This design comes from an exercise in tuning for small area on the open sky130 flow, not from production work.
Function was checked by simulation only, so behaviour that the tests miss may differ from the original.

==> inputs of job 1818 <==
==> flow/design.v (excerpt) <==
module current_filter (pClk, pRst, pFilterIn, pFilterOut);
  input         pClk;
  input         pRst;
  input  [15:0] pFilterIn;
  output [15:0] pFilterOut;
  reg [15:0] r1;
  reg [15:0] r2;
  reg [15:0] r3;
  reg [15:0] r4;
  reg [15:0] r5;
  reg [15:0] r6;
  reg [15:0] r7;
  reg [15:0] r8;
  reg [15:0] r9;
  reg [15:0] r10;
  reg [15:0] r11;
  reg [15:0] r12;
  reg [15:0] r13;
  reg [15:0] r14;
  reg [15:0] r15;
  reg [15:0] r16;
  reg [15:0] r17;
  reg [15:0] r18;
  reg [15:0] r19;
  reg [15:0] r20;
  reg [15:0] r21;
  wire s1, c2;
  wire s3, c4;
  wire s5, c6;
  wire s7, c8;
  wire s9, c10;
  wire s11, c12;
  wire s13, c14;
  wire s15, c16;
  wire s17, c18;
  wire s19, c20;
  wire s21, c22;
  wire s23, c24;
  wire s25, c26;
  wire s27, c28;
  wire s29, c30;
  wire s31, c32;
  wire s33, c34;
  wire s35, c36;
  wire s37, c38;
  wire s39, c40;
  wire s41, c42;
  wire s43, c44;
  wire s45, c46;
  wire s47, c48;
  wire s49, c50;
  wire s51, c52;
  wire s53, c54;
  wire s55, c56;
  wire s57, c58;
  wire s59, c60;
  wire s61, c62;
  wire s63, c64;
  wire s65, c66;
  wire s67, c68;
  wire s69, c70;
  wire s71, c72;
  wire s73, c74;
  wire s75, c76;
  wire s77, c78;
  wire s79, c80;
  wire s81, c82;
  wire s83, c84;
  wire s85, c86;
  wire s87, c88;
  wire s89, c90;
  wire s91, c92;
  wire s93, c94;
  wire s95, c96;
  wire s97, c98;
  wire s99, c100;
  wire s101, c102;
  wire s103, c104;
  wire s105, c106;
  wire s107, c108;
  wire s109, c110;
  wire s111, c112;
  wire s113, c114;
  wire s115, c116;
  wire s117, c118;
  wire s119, c120;
  wire s121, c122;
  wire s123, c124;
  wire s125, c126;
  wire s127, c128;
  wire s129, c130;
  wire s131, c132;
  wire s133, c134;
  wire s135, c136;
  wire s137, c138;
  wire s139, c140;
  wire s141, c142;
  wire s143, c144;
  wire s145, c146;
  wire s147, c148;
  wire s149, c150;
  wire s151, c152;
  wire s153, c154;
  ...
export LEC_CHECK = 0
export CAP_MARGIN = 20
export CORE_MARGIN = 2
export CORE_UTILIZATION = 80
export CTS_BUF_LIST = sky130_fd_sc_hd__clkbuf_8
export CTS_CLUSTER_DIAMETER = 100
export CTS_CLUSTER_SIZE = 14
export SLEW_MARGIN = 20
export SYNTH_HIERARCHICAL = 1
create_clock -name core_clock -period 7.5 [get_ports {pClk}]
standard.sh (not shown) runs the stock make flow with config.mk's settings and CLKGATE_MAP_FILE= SYNTH_SCRIPT=/design/flow/synth_recipe.tcl, a recipe that flattens the netlist after the stock synthesis.
==> flow/flow/run.sh <==
#!/bin/bash
# The standard layout (the standard.sh, all ORFS steps), with the port buffers that
# ORFS's buffer_ports inserts made of the smallest buffer cell instead of its default choice.
set -euo pipefail
bash standard.sh "BUFFER_PORTS_ARGS=-buffer_cell sky130_fd_sc_hd__buf_1" finish > standard.log 2>&1
==> job 1245 (differences from job 1818) <==
CORE_UTILIZATION = 82   (was 80)
CTS_CLUSTER_SIZE = 16   (was 14)
==> qor summary <==
| item | job 1818 | job 1245 |
|---|---|---|
| Pre-antenna DRT Iters | 6 | 4 |
| Non-Clock Buffer Count | 38 | 36 |
| Chip height | 173.6 um | 171.5 um |
| Iteration-0 DRC Markers | 625 | 618 |
| Run status | complete, no violations | complete, no violations |
| Global-route met1 utilization | 40.10% | 40.58% |
| Via count | 11410 | 11237 |
| Maximum number of pins on one net before global-route repair | 106 | 230 |
| Met3 track demand over resource | 4.781% | 4.809% |
| Number of buffers inserted during clock tree synthesis | 38 | 34 |
| Fin util | 84.32% | 86.58% |
| Routed WL | 43010 um | 42570 um |
| Routing usage on met2 | 54.95% | 56.35% |
| Horizontal extent of the die | 173.6 um | 171.5 um |
| Worst setup margin | 1.387 ns | 1.391 ns |

==> wip/umber <==
current_filter, a different RTL version from the one above (not shown whole).
Settings: LEC_CHECK=0, CAP_MARGIN=20, CORE_MARGIN=2, CORE_UTILIZATION=82, CTS_BUF_LIST=sky130_fd_sc_hd__clkbuf_4, CTS_CLUSTER_DIAMETER=60, CTS_CLUSTER_SIZE=10, SLEW_MARGIN=20, SYNTH_HIERARCHICAL=1; clock period 7.5 ns.
Scripts as last shown in full above: flow/flow/run.sh
==> wip/maple (differences from wip/umber) <==
- CTS_BUF_LIST: sky130_fd_sc_hd__clkbuf_4 -> sky130_fd_sc_hd__clkbuf_8
- CTS_CLUSTER_DIAMETER: 60 -> 100
- CTS_CLUSTER_SIZE: 10 -> 16
==> qor summary <==
Fraction of area in multi-input gates: wip/maple 0.555; wip/umber 0.555
Status: wip/maple finished clean; wip/umber finished clean
Met3 track demand over resource: wip/maple 0.0525; wip/umber 0.0515
Worst skew pair latency: wip/maple 570 ps; wip/umber 750 ps
Metal-1 WL: wip/maple 15.8 mm; wip/umber 16.0 mm
Number of clock buffer instances in the layout: wip/maple 36; wip/umber 55
Max Clock Skew: wip/maple 26.9 ps; wip/umber 42.1 ps
Fraction of area in clock buffers and inverters: wip/maple 0.0210; wip/umber 0.0206
Post-route worst setup slack: wip/maple 1410 ps; wip/umber 1390 ps
Met3 wire length: wip/maple 1.74 mm; wip/umber 1.76 mm
Non-filler instance count after layout: wip/maple 2055; wip/umber 2079
Area Overhead vs Synth: wip/maple 4.38%; wip/umber 4.35%
Data arrival at the endpoint of the critical path: wip/maple 6560 ps; wip/umber 6740 ps

==> run Y: inputs <==
Another version of the RTL of current_filter (not shown whole).
==> flow/config.mk <==
export PLATFORM = sky130hd
export DESIGN_NAME = current_filter
export DESIGN_NICKNAME = current_filter
export VERILOG_FILES = /design/flow/design.v
export SDC_FILE = /design/flow/constraint.sdc
export NUM_CORES = 4
export LEC_CHECK = 0
export CAP_MARGIN = 20
export CORE_MARGIN = 2
export CORE_UTILIZATION = 80
export CTS_BUF_LIST = sky130_fd_sc_hd__clkbuf_8
export CTS_CLUSTER_DIAMETER = 100
export CTS_CLUSTER_SIZE = 16
export SLEW_MARGIN = 20
export SYNTH_HIERARCHICAL = 1
==> flow/constraint.sdc <==
create_clock -name core_clock -period 7.5 [get_ports {pClk}]
set_input_delay 1.5000 -clock core_clock [delete_from_list [all_inputs] [get_ports {pClk}]]
set_output_delay 1.5000 -clock core_clock [all_outputs]
set_load 0.01 [all_outputs]
run.sh (not shown) runs the stock make flow with config.mk's settings and CLKGATE_MAP_FILE= SYNTH_SCRIPT=/design/flow/synth_recipe.tcl, a recipe that flattens the netlist after the stock synthesis.
Stock flow here: none of the scripts above is used.
==> inputs of run K, as changes to run Y <==
Settings changed: CTS_CLUSTER_DIAMETER 100 to 60, CTS_CLUSTER_SIZE 16 to 18.
==> inputs of run D, as changes to run Y <==
Settings changed: CTS_CLUSTER_DIAMETER 100 to 70.
==> results.cfg <==
[timing]
max_freq_mhz = 160

[grt]
grt.met1_usage_pct = 41.3
grtUsageMet3_pct = 4.31

[run_status]
outcome = timing/DRC/antenna clean

[route]
route.met3.wl_um = 1940
vias = 12100

[finish]
design_area_um2 = 25500
final-nonclk-buf-share_pct = 1.50

[setup_path]
critPathArrivalTime_ns = 6.73
r2r_cells = 15

[power]
the above is filed under run D

==> results.cfg <==
[run_status]
outcome = timing/DRC/antenna clean

[setup_path]
r2r_cells = 15
critPathArrivalTime_ns = 6.74

[grt]
grtUsageMet3_pct = 4.09
grt.met1_usage_pct = 41.8

[timing]
max_freq_mhz = 160

[route]
route.met3.wl_um = 1680
vias = 12178

[finish]
design_area_um2 = 25600
the above is filed under run K

==> results.cfg <==
[setup_path]
r2r_cells = 17
critical_path.endpoint = s[23]$_DFF_P_
critPathArrivalTime_ns = 6.72

[grt]
grtUsageMet3_pct = 4.37
grt.met1_usage_pct = 41.2
grt_start_max_net_pins = 196

[finish]
largest_register = s
final-nonclk-buf-share_pct = 1.50
design_area_um2 = 25400
final_common_cell = fa_1

[run_status]
outcome = timing/DRC/antenna clean

[die]
row_count = 63

[route]
vias = 12047

[timing]
max_freq_mhz = 160
the above is filed under run Y


==> inputs of build 80 <==
Another version of the RTL of current_filter (not shown whole).
clock: 7.5 ns
lec_check: 0
cap_margin: 20
core_margin: 2
core_utilization: 65
cts_buf_list: sky130_fd_sc_hd__clkbuf_8
cts_cluster_diameter: 60
cts_cluster_size: 18
slew_margin: 20
synth_hierarchical: 1
==> inputs of build 92, as changes to build 80 <==
Settings changed: CORE_UTILIZATION 65 to 40.
==> notes.md <==
Result of the run: build 92 timing/DRC/antenna clean; build 80 timing/DRC/antenna clean
Core area: build 92 62970 sq um; build 80 38650 sq um
Worst path setup slack after routing: build 92 1.007 ns; build 80 0.8168 ns
Non-Filler Instances: build 92 2766; build 80 2430
Maximum cell stage delay along the critical path: build 92 0.46 ns; build 80 0.70 ns
Arr. time, crit path: build 92 7.03 ns; build 80 7.20 ns
Number of cells after detailed placement: build 92 2700; build 80 2373
Floorplan die width: build 92 256.2 microns; build 80 201.8 microns
# fillers: build 92 5760; build 80 2766
Met3 layer usage reported by global route: build 92 0.02363; build 80 0.03402
Number of buffers created by CTS: build 92 39; build 80 36
Largest fanout on the critical path: build 92 2; build 80 6
Global routing met2 resource utilization: build 92 0.2545; build 80 0.4373

==> inputs of harbor <==
RTL: one of the versions met above, not the one the previous note started from.
export LEC_CHECK = 0
export CAP_MARGIN = 20
export CORE_MARGIN = 2
export CORE_UTILIZATION = 80
export CTS_BUF_LIST = sky130_fd_sc_hd__clkbuf_4
export CTS_CLUSTER_DIAMETER = 60
export CTS_CLUSTER_SIZE = 10
export SLEW_MARGIN = 20
export SYNTH_HIERARCHICAL = 1
create_clock -name core_clock -period 7.5 [get_ports {pClk}]
standard.sh (not shown) runs the stock make flow with config.mk's settings and CLKGATE_MAP_FILE= SYNTH_SCRIPT=/design/flow/synth_recipe.tcl, a recipe that flattens the netlist after the stock synthesis.
Scripts as last shown in full above: flow/flow/run.sh
==> willow (differences from harbor) <==
==> flow/run.sh (new file) <==
#!/bin/bash
# synth_recipe.tcl (not shown) runs the flow's synth.tcl, then flattens the netlist and writes it again
# the make line also repeats each setting of config.mk as NAME=value (left out here)
make -C /OpenROAD-flow-scripts/flow DESIGN_CONFIG=/design/flow/config.mk WORK_HOME=/design/flow/orfs CLKGATE_MAP_FILE= SYNTH_SCRIPT=/design/flow/synth_recipe.tcl finish
CTS_BUF_LIST = sky130_fd_sc_hd__clkbuf_8   (was sky130_fd_sc_hd__clkbuf_4)
CTS_CLUSTER_DIAMETER = 100   (was 60)
CTS_CLUSTER_SIZE = 16   (was 10)
removed: flow/flow/run.sh
removed: flow/standard.sh
==> comparison table <==
quantity	harbor	willow
Routability congestion estimate	0.925	0.926
Number of buffers created by CTS	52	34
Worst min-delay path startpoint	r15[14]$_DFF_P_	r9[15]$_DFF_P_
Minimum clock period after layout	6120 ps	6090 ps
Master cell of the clock root buffer	sky130_fd_sc_hd__clkbuf_4	sky130_fd_sc_hd__clkbuf_8
Peak Freq	163 MHz	164 MHz
Number of global-route vias before repair	13700	13600
Required time worst endpoint	8140 ps	7990 ps
Post-detailed-route wirelength per cell	20.5 um	20.8 um
Met2 Usage GRT	0.542	0.564
Slack of the worst reg-to-reg path	1380 ps	1410 ps
Clock buffer count in the final layout	53	36
Met3 Wirelength	1550 um	1720 um
# placed instances	2024	2023
Number of nets at the end of the flow	2265	2245
Result of the run	timing/DRC/antenna clean	timing/DRC/antenna clean
Vias per cell	5.48	5.46
Final Instance Area	23900 um^2	24200 um^2
Slew of the pin with the lowest slew margin	959 ps	841 ps

==> 06-11: inputs <==
RTL: one of the versions met above, not the one the previous note started from.
make LEC_CHECK=0 CAP_MARGIN=20 CORE_MARGIN=2 CORE_UTILIZATION=80 CTS_BUF_LIST=sky130_fd_sc_hd__clkbuf_8 CTS_CLUSTER_DIAMETER=150 CTS_CLUSTER_SIZE=16 SLEW_MARGIN=20 SYNTH_HIERARCHICAL=1 finish   # period 7.5 ns
run.sh (not shown) runs the stock make flow with config.mk's settings and CLKGATE_MAP_FILE= SYNTH_SCRIPT=/design/flow/synth_recipe.tcl, a recipe that flattens the netlist after the stock synthesis.
Stock flow here: none of the scripts above is used.
==> 02-20 (differences from 06-11) <==
==> flow/flow/run.sh (new file) <==
#!/bin/bash
# The standard layout (the standard.sh, all ORFS steps), with the port buffers that
# ORFS's buffer_ports inserts made of the smallest buffer cell instead of its default choice.
set -euo pipefail
bash standard.sh "BUFFER_PORTS_ARGS=-buffer_cell sky130_fd_sc_hd__buf_1" finish > standard.log 2>&1
==> flow/standard.sh (new file) <==
#!/bin/bash
# synth_recipe.tcl (not shown) runs the flow's synth.tcl, then flattens the netlist and writes it again
# the make line also repeats each setting of config.mk as NAME=value (left out here)
make -C /OpenROAD-flow-scripts/flow DESIGN_CONFIG=/design/flow/config.mk WORK_HOME=/design/flow/orfs CLKGATE_MAP_FILE= SYNTH_SCRIPT=/design/flow/synth_recipe.tcl "${@:-finish}"
CTS_CLUSTER_DIAMETER = 100   (was 150)
removed: flow/run.sh
==> 09-21 (differences from 06-11) <==
CTS_CLUSTER_DIAMETER = 70   (was 150)
CTS_CLUSTER_SIZE = 13   (was 16)
==> comparison table <==
                                                     02-20       09-21       06-11
Global Route met2 Usage                              56.3%       58.0%       57.2%
Placed instance count                                2,124       2,123       2,123
Post-placement cell area                        24,700 µm²  24,900 µm²  24,900 µm²
Maximum clock rate                                 154 MHz     160 MHz     160 MHz
Met1 Routed Length                               16,800 µm   17,100 µm   17,100 µm
Global routing usage on met3                         4.07%       4.18%       4.37%
Layout cell share with drive strength beyond 1       7.16%       7.63%       7.11%
Wire length on met3                                1710 µm     1920 µm     1670 µm
Status                            timing/DRC/antenna clean  timing/DRC/antenna clean  timing/DRC/antenna clean
Met1 Usage GRT                                       41.4%       41.5%       41.2%
Worst r2r path cells                                    17          14          17

==> inputs of run R <==
current_filter with an RTL version that a note above also has.
clock: 7.5 ns
lec_check: 0
cap_margin: 20
core_margin: 2
core_utilization: 80
cts_buf_list: sky130_fd_sc_hd__clkbuf_4
cts_cluster_diameter: 50
cts_cluster_size: 8
slew_margin: 20
synth_hierarchical: 1
standard.sh (not shown) runs the stock make flow with config.mk's settings and CLKGATE_MAP_FILE= SYNTH_SCRIPT=/design/flow/synth_recipe.tcl, a recipe that flattens the netlist after the stock synthesis.
==> flow/flow/run.sh <==
#!/bin/bash
# The standard layout (the standard.sh, all ORFS steps), with the port buffers that
# ORFS's buffer_ports inserts made of the smallest buffer cell instead of its default choice.
set -euo pipefail
bash standard.sh "BUFFER_PORTS_ARGS=-buffer_cell sky130_fd_sc_hd__buf_1" finish > standard.log 2>&1
==> run C (differences from run R) <==
--- a/flow/config.mk
+++ b/flow/config.mk
@@ -9,6 +9,6 @@
 export CORE_MARGIN = 2
-export CORE_UTILIZATION = 80
-export CTS_BUF_LIST = sky130_fd_sc_hd__clkbuf_4
-export CTS_CLUSTER_DIAMETER = 50
-export CTS_CLUSTER_SIZE = 8
+export CORE_UTILIZATION = 84
+export CTS_BUF_LIST = sky130_fd_sc_hd__clkbuf_8
+export CTS_CLUSTER_DIAMETER = 100
+export CTS_CLUSTER_SIZE = 16
 export SLEW_MARGIN = 20
==> qor summary <==
item                                                      run C          run R
Met1 routing resource usage after global routing          41.8%          40.0%
# diodes                                                      0              1
Outcome                                timing/DRC/antenna clean  timing/DRC/antenna clean
Top achievable clock speed                              162 MHz        163 MHz
Number of fill cells in the layout                         1094           1447
Tmin final                                              6.19 ns        6.15 ns
Die Wd                                              170 microns    174 microns
Final-stage net count                                      2245           2282
Wire length of the first global-routing pass      75600 microns  73000 microns
Met1 Routed Length                                16100 microns  16200 microns
Length of routed met2 wiring                      25100 microns  24000 microns
Worst-path clk slew                                     0.12 ns        0.10 ns
Final core utilization                                    88.8%          84.7%
Layout Cells excl Fill                                     2017           2108
Final hold slack                                       0.365 ns       0.368 ns

==> separate check: timing with driven ports <==
In the flow no input, the clock included, has a driving cell. The finished layouts below were timed again as built, in two steps.
Step 1 assumes that a clkbuf_16 drives the clock port and a buf_2 every other input.
Step 2 times the ports against the registers' clock, not the clock port: input delays grow and output delays shrink by t, the midpoint of the rising clock arrivals with the driver on.
Three values: ideal ports, drivers, drivers and shift; two values: the first two.
run | shift t [ns] | setup WS [ns] | worst setup path after step 2 | clock arrival spread, ns | pins driven straight from the clock port
job 1818 | 0.617 | 1.387 / 1.387 / 1.343 | input to register | 0.032 / 0.032 | 1
job 1245 | 0.599 | 1.391 / 1.391 / 1.391 | register to register | 0.029 / 0.029 | 1
wip/umber | 0.774 | 1.390 / 1.390 / 1.286 | input to register | 0.046 / 0.047 | 1
wip/maple | 0.609 | 1.405 / 1.405 / 1.305 | input to register | 0.031 / 0.031 | 1
run Y | 0.609 | 1.245 / 1.245 / 1.197 | input to register | 0.018 / 0.019 | 1
run K | 0.618 | 1.240 / 1.240 / 1.193 | input to register | 0.025 / 0.024 | 1
run D | 0.607 | 1.246 / 1.246 / 1.215 | input to register | 0.025 / 0.025 | 1
build 80 | 0.665 | 0.817 / 0.817 / 0.425 | input to register | 0.027 / 0.027 | 1
build 92 | 0.684 | 1.007 / 1.007 / 0.491 | input to register | 0.036 / 0.036 | 1
harbor | 0.776 | 1.380 / 1.380 / 1.367 | input to register | 0.041 / 0.041 | 1
willow | 0.615 | 1.406 / 1.406 / 1.119 | input to register | 0.053 / 0.053 | 1
06-11 | 0.609 | 1.245 / 1.245 / 1.197 | input to register | 0.018 / 0.019 | 1
02-20 | 0.625 | 1.012 / 1.012 / 1.012 | register to register | 0.035 / 0.035 | 1
09-21 | 0.599 | 1.236 / 1.236 / 1.187 | input to register | 0.032 / 0.032 | 1
run R | 0.742 | 1.347 / 1.347 / 1.333 | input to register | 0.054 / 0.054 | 1
run C | 0.595 | 1.309 / 1.309 / 1.309 | register to register | 0.038 / 0.038 | 1
After both steps every run listed still meets setup and hold. For build 92, which loses most, drivers alone change the setup slack by 0.000 ns; drivers and shift together by -0.516 ns.
